This is an optimization exercise on Yosys and OpenROAD, whose aim is small area, a short achievable clock period and few clock cycles, not a production implementation. In this exercise RTL edits were held to simulation tests only and were not proved equivalent to the original.

==> job 8399: inputs <==
Design fir_filter, start of the top module:
module fir_filter #(
    parameter DATA_WIDTH = 16,
    parameter TAPS = 16
)(
    input wire clk,
    input wire reset,
    input wire start_fir,
    input wire [1:0] filter_mode,
    input wire [TAPS*DATA_WIDTH-1:0] input_buffer,
    output reg signed [DATA_WIDTH-1:0] fir_output,
    output reg fir_done
);
    wire m0 = filter_mode == 2'd0;
    wire m1 = filter_mode == 2'd1;
    wire m2 = filter_mode == 2'd2;
    wire m3 = filter_mode == 2'd3;
    wire [15:0] x0 = input_buffer[15:0];
    wire [15:0] x1 = input_buffer[31:16];
    wire [15:0] x2 = input_buffer[47:32];
    wire [15:0] x3 = input_buffer[63:48];
    wire [15:0] x4 = input_buffer[79:64];
    wire [15:0] x5 = input_buffer[95:80];
    wire [15:0] x6 = input_buffer[111:96];
    wire [15:0] x7 = input_buffer[127:112];
    wire [15:0] x8 = input_buffer[143:128];
    wire [15:0] x9 = input_buffer[159:144];
    wire [15:0] x10 = input_buffer[175:160];
    wire [15:0] x11 = input_buffer[191:176];
    wire [15:0] x12 = input_buffer[207:192];
  ...
==> flow/config.mk <==
export PLATFORM = sky130hd
export DESIGN_NAME = fir_filter
export DESIGN_NICKNAME = fir_filter
export VERILOG_FILES = /design/flow/design.v
export SDC_FILE = /design/flow/constraint.sdc
export NUM_CORES = 4
export LEC_CHECK = 0
export CAP_MARGIN = 0
export CORE_MARGIN = 2
export CORE_UTILIZATION = 40
export GPL_TIMING_DRIVEN = 0
export PLACE_DENSITY = 0.6
export SLEW_MARGIN = 0
export SYNTH_HIERARCHICAL = 1
export SYNTH_MINIMUM_KEEP_SIZE = 0
==> flow/constraint.sdc <==
create_clock -name core_clock -period 11.0 [get_ports {clk}]
set_input_delay 2.2000 -clock core_clock [delete_from_list [all_inputs] [get_ports {clk}]]
set_output_delay 2.2000 -clock core_clock [all_outputs]
set_load 0.01 [all_outputs]
run.sh (not shown) runs the stock make flow with config.mk's settings and CLKGATE_MAP_FILE= SYNTH_SCRIPT=/design/flow/synth_recipe.tcl, a recipe that flattens the netlist after the stock synthesis.
==> job 2278: changes against job 8399 <==
--- a/flow/config.mk
+++ b/flow/config.mk
@@ -7,8 +7,7 @@
 export LEC_CHECK = 0
-export CAP_MARGIN = 0
+export CAP_MARGIN = 20
 export CORE_MARGIN = 2
 export CORE_UTILIZATION = 40
-export GPL_TIMING_DRIVEN = 0
 export PLACE_DENSITY = 0.6
-export SLEW_MARGIN = 0
+export SLEW_MARGIN = 20
 export SYNTH_HIERARCHICAL = 1
==> job 6498: changes against job 8399 <==
==> flow/flow/run.sh (new file) <==
#!/bin/bash
# The standard layout (standard.sh), with smaller port buffers and power
# recovery (downsizing of gates off the critical paths) after global routing.
set -uo pipefail
bash standard.sh "BUFFER_PORTS_ARGS=-buffer_cell sky130_fd_sc_hd__buf_1" RECOVER_POWER=100 finish > standard_make.log 2>&1
==> flow/standard.sh (new file) <==
#!/bin/bash
# synth_recipe.tcl (not shown) runs the flow's synth.tcl, then flattens the netlist and writes it again
# the make line also repeats each setting of config.mk as NAME=value (left out here)
make -C /OpenROAD-flow-scripts/flow DESIGN_CONFIG=/design/flow/config.mk WORK_HOME=/design/flow/orfs CLKGATE_MAP_FILE= SYNTH_SCRIPT=/design/flow/synth_recipe.tcl "${@:-finish}"
removed: flow/run.sh
==> notes <==
The highest first-iteration DRC count belongs to job 8399, the lowest to job 2278.
Setup slack: job 6498 < job 2278 < job 8399.
Global-route usage: job 2278 < job 6498 < job 8399.
Sequential cell count is the same in job 8399 and job 6498.
Hold slack, lowest first: job 6498, job 8399, job 2278.
==> figures <==
Fill count: job 6498 4084; job 2278 3784; job 8399 3833
Run status: job 6498 complete, no violations; job 2278 complete, no violations; job 8399 complete, no violations
Relative max-transition margin: job 6498 0.2858; job 2278 0.6096; job 8399 0.3913
Final core area utilization: job 6498 0.4630; job 2278 0.5333; job 8399 0.5119
Met3 usage: job 6498 0.1279; job 2278 0.03786; job 8399 0.1179
Min cycle time layout: job 6498 10820 ps; job 2278 10760 ps; job 8399 10750 ps
Proportion of cell area occupied by multi-input gates: job 6498 0.8452; job 2278 0.7344; job 8399 0.7653
Area of combinational cells with multiple inputs: job 6498 0.01634 mm2; job 2278 0.01635 mm2; job 8399 0.01636 mm2
Max Clk Rate: job 6498 0.09245 GHz; job 2278 0.09294 GHz; job 8399 0.09299 GHz
Metal2 WL: job 6498 34730 um; job 2278 31410 um; job 8399 37080 um
Layout buffering overhead excluding clock cells: job 6498 0.09262; job 2278 0.2118; job 8399 0.1783
Testbench counts of job 8399, summed over its fixed seeds: cycles 1,032.
Testbench counts of job 2278, summed over its fixed seeds: cycles 1,032.
Testbench counts of job 6498, summed over its fixed seeds: cycles 1,032.

* * *

==> inputs of build 32 <==
fir_filter, a different RTL version from the one above (not shown whole).
clock: 11.0 ns
lec_check: 0
cap_margin: 20
core_margin: 2
core_utilization: 40
gpl_timing_driven: 0
place_density: 0.6
setup_slack_margin: 4.0
slew_margin: 20
synth_hierarchical: 1
synth_minimum_keep_size: 0
standard.sh (not shown) runs the stock make flow with config.mk's settings and CLKGATE_MAP_FILE= SYNTH_SCRIPT=/design/flow/synth_recipe.tcl, a recipe that flattens the netlist after the stock synthesis.
==> flow/flow/run.sh <==
#!/bin/bash
# The standard layout (standard.sh) with smaller port buffers (buf_1).
set -uo pipefail
bash standard.sh "BUFFER_PORTS_ARGS=-buffer_cell sky130_fd_sc_hd__buf_1" finish > standard_make.log 2>&1
==> build 15 (differences from build 32) <==
==> flow/flow/run.sh (replaced) <==
#!/bin/bash
# The standard layout (standard.sh), with smaller port buffers and power
# recovery (downsizing of gates off the critical paths) after global routing.
set -uo pipefail
bash standard.sh "BUFFER_PORTS_ARGS=-buffer_cell sky130_fd_sc_hd__buf_1" RECOVER_POWER=100 finish > standard_make.log 2>&1
--- a/flow/config.mk
+++ b/flow/config.mk
@@ -7,3 +7,3 @@
 export LEC_CHECK = 0
-export CAP_MARGIN = 20
+export CAP_MARGIN = 0
 export CORE_MARGIN = 2
@@ -12,4 +12,3 @@
 export PLACE_DENSITY = 0.6
-export SETUP_SLACK_MARGIN = 4.0
-export SLEW_MARGIN = 20
+export SLEW_MARGIN = 0
 export SYNTH_HIERARCHICAL = 1
==> flow_summary_export.csv <==
group,metric,value,unit
grt,grtUsageTotal,34.8,%
cts,cts.clk_slew.worst_paths,0.08,ns
grt,met3_usage,9.02,%
detailed_routing,vias,17200,
run_status,outcome,"complete, no violations",
placed_design,placed_area,21000,um2
# the run above: build 15

==> flow_summary_export.csv <==
group,metric,value,unit
run_status,outcome,"complete, no violations",
cts,cts.clk_slew.worst_paths,0.07,ns
grt,met3_usage,8.27,%
grt,grtUsageTotal,35.2,%
placed_design,placed_area,21000,um2
detailed_routing,vias,17500,
# the run above: build 32

Testbench counts of build 32, summed over its fixed seeds: cycles 1,032.
Testbench counts of build 15, summed over its fixed seeds: cycles 1,032.

* * *

==> v23: inputs <==
fir_filter, a different RTL version from the one above (not shown whole).
Settings: LEC_CHECK=0, CAP_MARGIN=20, CORE_MARGIN=2, CORE_UTILIZATION=40, GPL_TIMING_DRIVEN=1, PLACE_DENSITY=0.6, SETUP_SLACK_MARGIN=4.5, SLEW_MARGIN=20, SYNTH_HIERARCHICAL=1, SYNTH_MINIMUM_KEEP_SIZE=0; clock period 11.0 ns.
==> flow/flow/run.sh <==
#!/bin/bash
# The standard layout (standard.sh) with smaller port buffers (buf_1), and the
# AOI21 cells of the synthesized netlist started at their smallest size
# (flow/downsize.tcl, run before floorplanning).
set -uo pipefail
bash standard.sh "BUFFER_PORTS_ARGS=-buffer_cell sky130_fd_sc_hd__buf_1" "PRE_FLOORPLAN_TCL=$(pwd)/flow/downsize.tcl" finish > standard_make.log 2>&1
==> flow/flow/downsize.tcl <==
# Run before floorplanning: synthesis maps the AOI21 cells of the prefix adders to
# the double-strength a21oi_2; start them at a21oi_1 and let timing repair upsize
# the ones on critical paths.
set db [ord::get_db]
set block [ord::get_db_block]
set small [$db findMaster sky130_fd_sc_hd__a21oi_1]
set n 0
foreach inst [$block getInsts] {
  if {[[$inst getMaster] getName] eq "sky130_fd_sc_hd__a21oi_2"} {
    $inst swapMaster $small
    incr n
  }
}
puts "downsize.tcl: a21oi_2 -> a21oi_1 on $n instances"
==> v8: changes against v23 <==
CORE_UTILIZATION = 45   (was 40)
PLACE_DENSITY = 0.65   (was 0.6)
SETUP_SLACK_MARGIN = 4.3   (was 4.5)
==> flow_summary.yaml <==
die:
  core.rowCount: 69
  start_util_pct: 45.8
  core-area_sq_mm: 0.0357
timing:
  slew_headroom_pct: 35.2
  period_needed_ns: 6.65
placement:
  gp_congestion: 0.956
critical_path:
  worstSetupEndpoint: "r0_16$_DFF_P_"
  path_max_fanout: 6
run_status:
  status: "no timing/DRC/antenna violations"
final_layout:
  fill_cells: 3454
  clock_area_share_pct: 1.79
The numbers above come from v8.

==> flow_summary.yaml <==
placement:
  gp_congestion: 0.907
die:
  core-area_sq_mm: 0.0406
  core.rowCount: 74
  start_util_pct: 40.3
critical_path:
  crit_path_start_kind: "input pin"
  path_max_fanout: 5
  crit_type: "input pin to flip-flop"
  worstSetupEndpoint: "r0_17$_DFF_P_"
timing:
  period_needed_ns: 6.44
  slew_headroom_pct: 36.7
run_status:
  status: "no timing/DRC/antenna violations"
The numbers above come from v23.

Testbench counts of v23, summed over its fixed seeds: cycles 1,032.
Testbench counts of v8, summed over its fixed seeds: cycles 1,032.

* * *

==> v6: inputs <==
Another version of the RTL of fir_filter (not shown whole).
clock: 11.0 ns
lec_check: 0
cap_margin: 20
core_margin: 2
core_utilization: 40
gpl_timing_driven: 0
place_density: 0.6
setup_slack_margin: 4.6
slew_margin: 20
synth_hierarchical: 1
synth_minimum_keep_size: 0
==> flow/flow/run.sh <==
#!/bin/bash
# The standard layout (standard.sh) with smaller port buffers (buf_1).
set -uo pipefail
bash standard.sh "BUFFER_PORTS_ARGS=-buffer_cell sky130_fd_sc_hd__buf_1" finish > standard_make.log 2>&1
==> v10 (differences from v6) <==
==> flow/flow/run.sh (replaced) <==
#!/bin/bash
# The standard layout (standard.sh), with smaller port buffers and power
# recovery (downsizing of gates off the critical paths) after global routing.
set -uo pipefail
bash standard.sh "BUFFER_PORTS_ARGS=-buffer_cell sky130_fd_sc_hd__buf_1" RECOVER_POWER=100 finish > standard_make.log 2>&1
SETUP_SLACK_MARGIN = 4.0   (was 4.6)
==> run notes <==
metric                                                                v10                       v6
Outcome                                           complete, no violations  complete, no violations
Met2 layer wire length in the routed design                      35.74 mm                 36.38 mm
Post-layout worst setup margin                                   2.442 ns                 4.135 ns
Fillcell total                                                       4262                     4110
DP Worst Slack                                                   2.413 ns                 3.033 ns
Routed WL per cell                                               29.95 um                 30.06 um
Headroom to the max-slew limit                                     26.08%                   39.40%
Placer Congestion                                                  0.9707                    1.010
Maximum cell stage delay along the critical path                  0.79 ns                  0.62 ns
Growth of design area from synthesis to finish                     16.90%                   25.24%
FMAX                                                           0.1169 GHz               0.1457 GHz
Final cell count without fillers                                     2715                     2745
Testbench counts of v6, summed over its fixed seeds: cycles 1,032.
Testbench counts of v10, summed over its fixed seeds: cycles 1,032.

* * *

==> build 54: inputs <==
Another version of the RTL of fir_filter (not shown whole).
==> flow/config.mk <==
export PLATFORM = sky130hd
export DESIGN_NAME = fir_filter
export DESIGN_NICKNAME = fir_filter
export VERILOG_FILES = /design/flow/design.v
export SDC_FILE = /design/flow/constraint.sdc
export NUM_CORES = 4
export LEC_CHECK = 0
export CAP_MARGIN = 20
export CORE_MARGIN = 2
export CORE_UTILIZATION = 40
export GPL_TIMING_DRIVEN = 1
export PLACE_DENSITY = 0.6
export SETUP_SLACK_MARGIN = 4.1
export SLEW_MARGIN = 20
export SYNTH_HIERARCHICAL = 1
export SYNTH_MINIMUM_KEEP_SIZE = 0
==> flow/constraint.sdc <==
create_clock -name core_clock -period 11.0 [get_ports {clk}]
set_input_delay 2.2000 -clock core_clock [delete_from_list [all_inputs] [get_ports {clk}]]
set_output_delay 2.2000 -clock core_clock [all_outputs]
set_load 0.01 [all_outputs]
==> flow/flow/run.sh <==
#!/bin/bash
# The standard layout (standard.sh) with smaller port buffers (buf_1).
set -uo pipefail
bash standard.sh "BUFFER_PORTS_ARGS=-buffer_cell sky130_fd_sc_hd__buf_1" finish > standard_make.log 2>&1
==> trial 21 (differences from build 54) <==
- SETUP_SLACK_MARGIN: 4.1 -> 4.4
==> qor summary <==
Minimum clock period: build 54 6.70 ns; trial 21 6.49 ns
Detailed-routing wirelength on met1: build 54 24200 um; trial 21 24700 um
Number of buffers outside the clock class in the layout: build 54 284; trial 21 310
Relative slew slack: build 54 36.5%; trial 21 37.3%
Post-layout utilization of the core: build 54 44.8%; trial 21 46.4%
Layout clock area frac: build 54 1.63%; trial 21 1.58%
Fin Hold WS: build 54 1.67 ns; trial 21 1.66 ns
Unrepaired setup endpoints after global routing: build 54 no; trial 21 yes
Global-route met3 utilization: build 54 2.33%; trial 21 2.34%
Starting DRC count in detailed routing: build 54 848; trial 21 967
Global-route wire length before repair: build 54 82600 um; trial 21 82900 um
Buf+Inv Stages, Crit Path: build 54 1; trial 21 3
FF/Latch Area: build 54 1270 sq um; trial 21 1280 sq um
Nets: build 54 2934; trial 21 2963
Share of cells above drive strength 1: build 54 10.2%; trial 21 14.2%
Crit path max fanout: build 54 9; trial 21 5
Worst path depth: build 54 13; trial 21 15
Clock transition at the registers of the reported paths: build 54 0.05 ns; trial 21 0.06 ns
Global-route usage over all layers: build 54 23.7%; trial 21 23.8%
Result of the run: build 54 finished clean; trial 21 finished clean
Testbench counts of build 54, summed over its fixed seeds: cycles 1,032.
Testbench counts of trial 21, summed over its fixed seeds: cycles 1,032.

* * *

==> run a <==
RTL: one of the versions met above, not the one the previous note started from.
clock: 11.0 ns
lec_check: 0
cap_margin: 20
core_margin: 2
core_utilization: 40
gpl_timing_driven: 1
place_density: 0.6
setup_slack_margin: 4.0
slew_margin: 20
synth_hierarchical: 1
synth_minimum_keep_size: 0
Scripts as last shown in full above: flow/flow/run.sh
==> inputs of run b, as changes to run a <==
--- a/flow/config.mk
+++ b/flow/config.mk
@@ -8,7 +8,7 @@
 export CAP_MARGIN = 20
 export CORE_MARGIN = 2
 export CORE_UTILIZATION = 40
-export GPL_TIMING_DRIVEN = 1
+export GPL_TIMING_DRIVEN = 0
 export PLACE_DENSITY = 0.6
 export SETUP_SLACK_MARGIN = 4.0
 export SLEW_MARGIN = 20
==> inputs of run c, as changes to run a <==
--- a/flow/config.mk
+++ b/flow/config.mk
@@ -7,9 +7,9 @@
 export LEC_CHECK = 0
 export CAP_MARGIN = 20
 export CORE_MARGIN = 2
-export CORE_UTILIZATION = 40
-export GPL_TIMING_DRIVEN = 1
-export PLACE_DENSITY = 0.6
+export CORE_UTILIZATION = 50
+export GPL_TIMING_DRIVEN = 0
+export PLACE_DENSITY = 0.65
 export SETUP_SLACK_MARGIN = 4.0
 export SLEW_MARGIN = 20
 export SYNTH_HIERARCHICAL = 1
==> comparison <==
Against run b, the count of clock-buffer cells in the layout of run c is higher by 1. Utilization: run c is higher than run a (13 points). The lowest routed wire length belongs to run a, the highest to run c. Sequential cell count is the same in run b and run c. The highest design area belongs to run b, the lowest to run a. Non-clock buffer count, lowest first: run a, run b, run c. The lowest via count belongs to run a, the highest to run c. The highest sequential share of layout area belongs to run a, the lowest to run b.
==> figures <==
| item | run a | run b | run c |
|---|---|---|---|
| Finished Core Util | 46.2% | 47.7% | 59.1% |
| Delay of the slowest cell on the worst path | 0.65 ns | 0.59 ns | 0.65 ns |
| Post-place setup slack | 2.92 ns | 2.41 ns | 2.36 ns |
| Tap cell instance count | 592 | 592 | 461 |
| Run status | no timing/DRC/antenna violations | no timing/DRC/antenna violations | no timing/DRC/antenna violations |
| Number of DRC markers in iteration 0 | 1618 | 2445 | 2131 |
| Number of antenna violations at the first check in global routing | 1 | 4 | 4 |
| Clock-pin slew of the registers on the worst-case setup and hold paths | 0.07 ns | 0.06 ns | 0.06 ns |
| Slew @ Worst Pin | 0.629 ns | 0.877 ns | 0.988 ns |
| Non-Filler Cell Area, Final | 0.0204 sq mm | 0.0211 sq mm | 0.0209 sq mm |
| Largest net degree at the start of global routing | 79 | 14 | 13 |
| Non-clock buffers | 312 | 388 | 390 |
| Layout non-clock buf frac | 7.85% | 10.6% | 10.5% |
| Met3 capacity usage during global routing | 3.40% | 11.7% | 19.4% |
| Worst path arrival time | 7.14 ns | 7.14 ns | 7.34 ns |
Testbench counts of run a, summed over its fixed seeds: cycles 1,032.
Testbench counts of run b, summed over its fixed seeds: cycles 1,032.
Testbench counts of run c, summed over its fixed seeds: cycles 1,032.

static timing again, ports no longer ideal:
The flow's constraints put no driver on any port. The routed layouts listed below were extracted and timed again, unchanged, in two steps.
Step 1 assumes that a clkbuf_16 drives the clock port and a buf_2 every other input.
Step 2 moves the port delays by t, midway between the first and last clock arrival at a register: inputs arrive t later, outputs are due t later. That takes back most of the time a late clock gives input paths.
Slacks: ideal ports / drivers / drivers and shift; pairs: ideal ports / drivers.
run | t, ns | setup WS [ns] | latest minus earliest clock arrival (ns) | worst data-port slew with drivers (ns)
job 8399 | 0.271 | 0.247 / 0.241 / -0.030 | 0.001 / 0.001 | 0.08
job 2278 | 0.280 | 0.240 / 0.242 / -0.038 | 0.003 / 0.003 | 0.08
job 6498 | 0.272 | 0.184 / 0.184 / -0.087 | 0.000 / 0.001 | 0.08
build 32 | 0.418 | 3.728 / 3.660 / 3.695 | 0.017 / 0.017 | 0.06
build 15 | 0.422 | 3.045 / 2.983 / 2.674 | 0.021 / 0.020 | 0.06
v23 | 0.375 | 4.557 / 4.579 / 4.204 | 0.008 / 0.008 | 0.06
v8 | 0.379 | 4.355 / 4.377 / 3.998 | 0.007 / 0.007 | 0.06
v6 | 0.373 | 4.135 / 4.120 / 3.747 | 0.007 / 0.007 | 0.09
v10 | 0.379 | 2.442 / 2.465 / 2.086 | 0.011 / 0.012 | 0.09
build 54 | 0.383 | 4.298 / 4.325 / 3.942 | 0.006 / 0.006 | 0.06
trial 21 | 0.385 | 4.512 / 4.534 / 4.149 | 0.006 / 0.005 | 0.06
run a | 0.398 | 4.084 / 4.062 / 3.712 | 0.014 / 0.014 | 0.07
run b | 0.380 | 4.059 / 4.063 / 3.683 | 0.012 / 0.011 | 0.09
run c | 0.373 | 3.908 / 3.904 / 3.531 | 0.007 / 0.006 | 0.08
Met with ideal ports but missed after step 2: setup timing in job 8399, job 2278 and job 6498. The setup slack of v6, which loses most, moves by -0.015 ns with the drivers and by -0.388 ns with both steps.
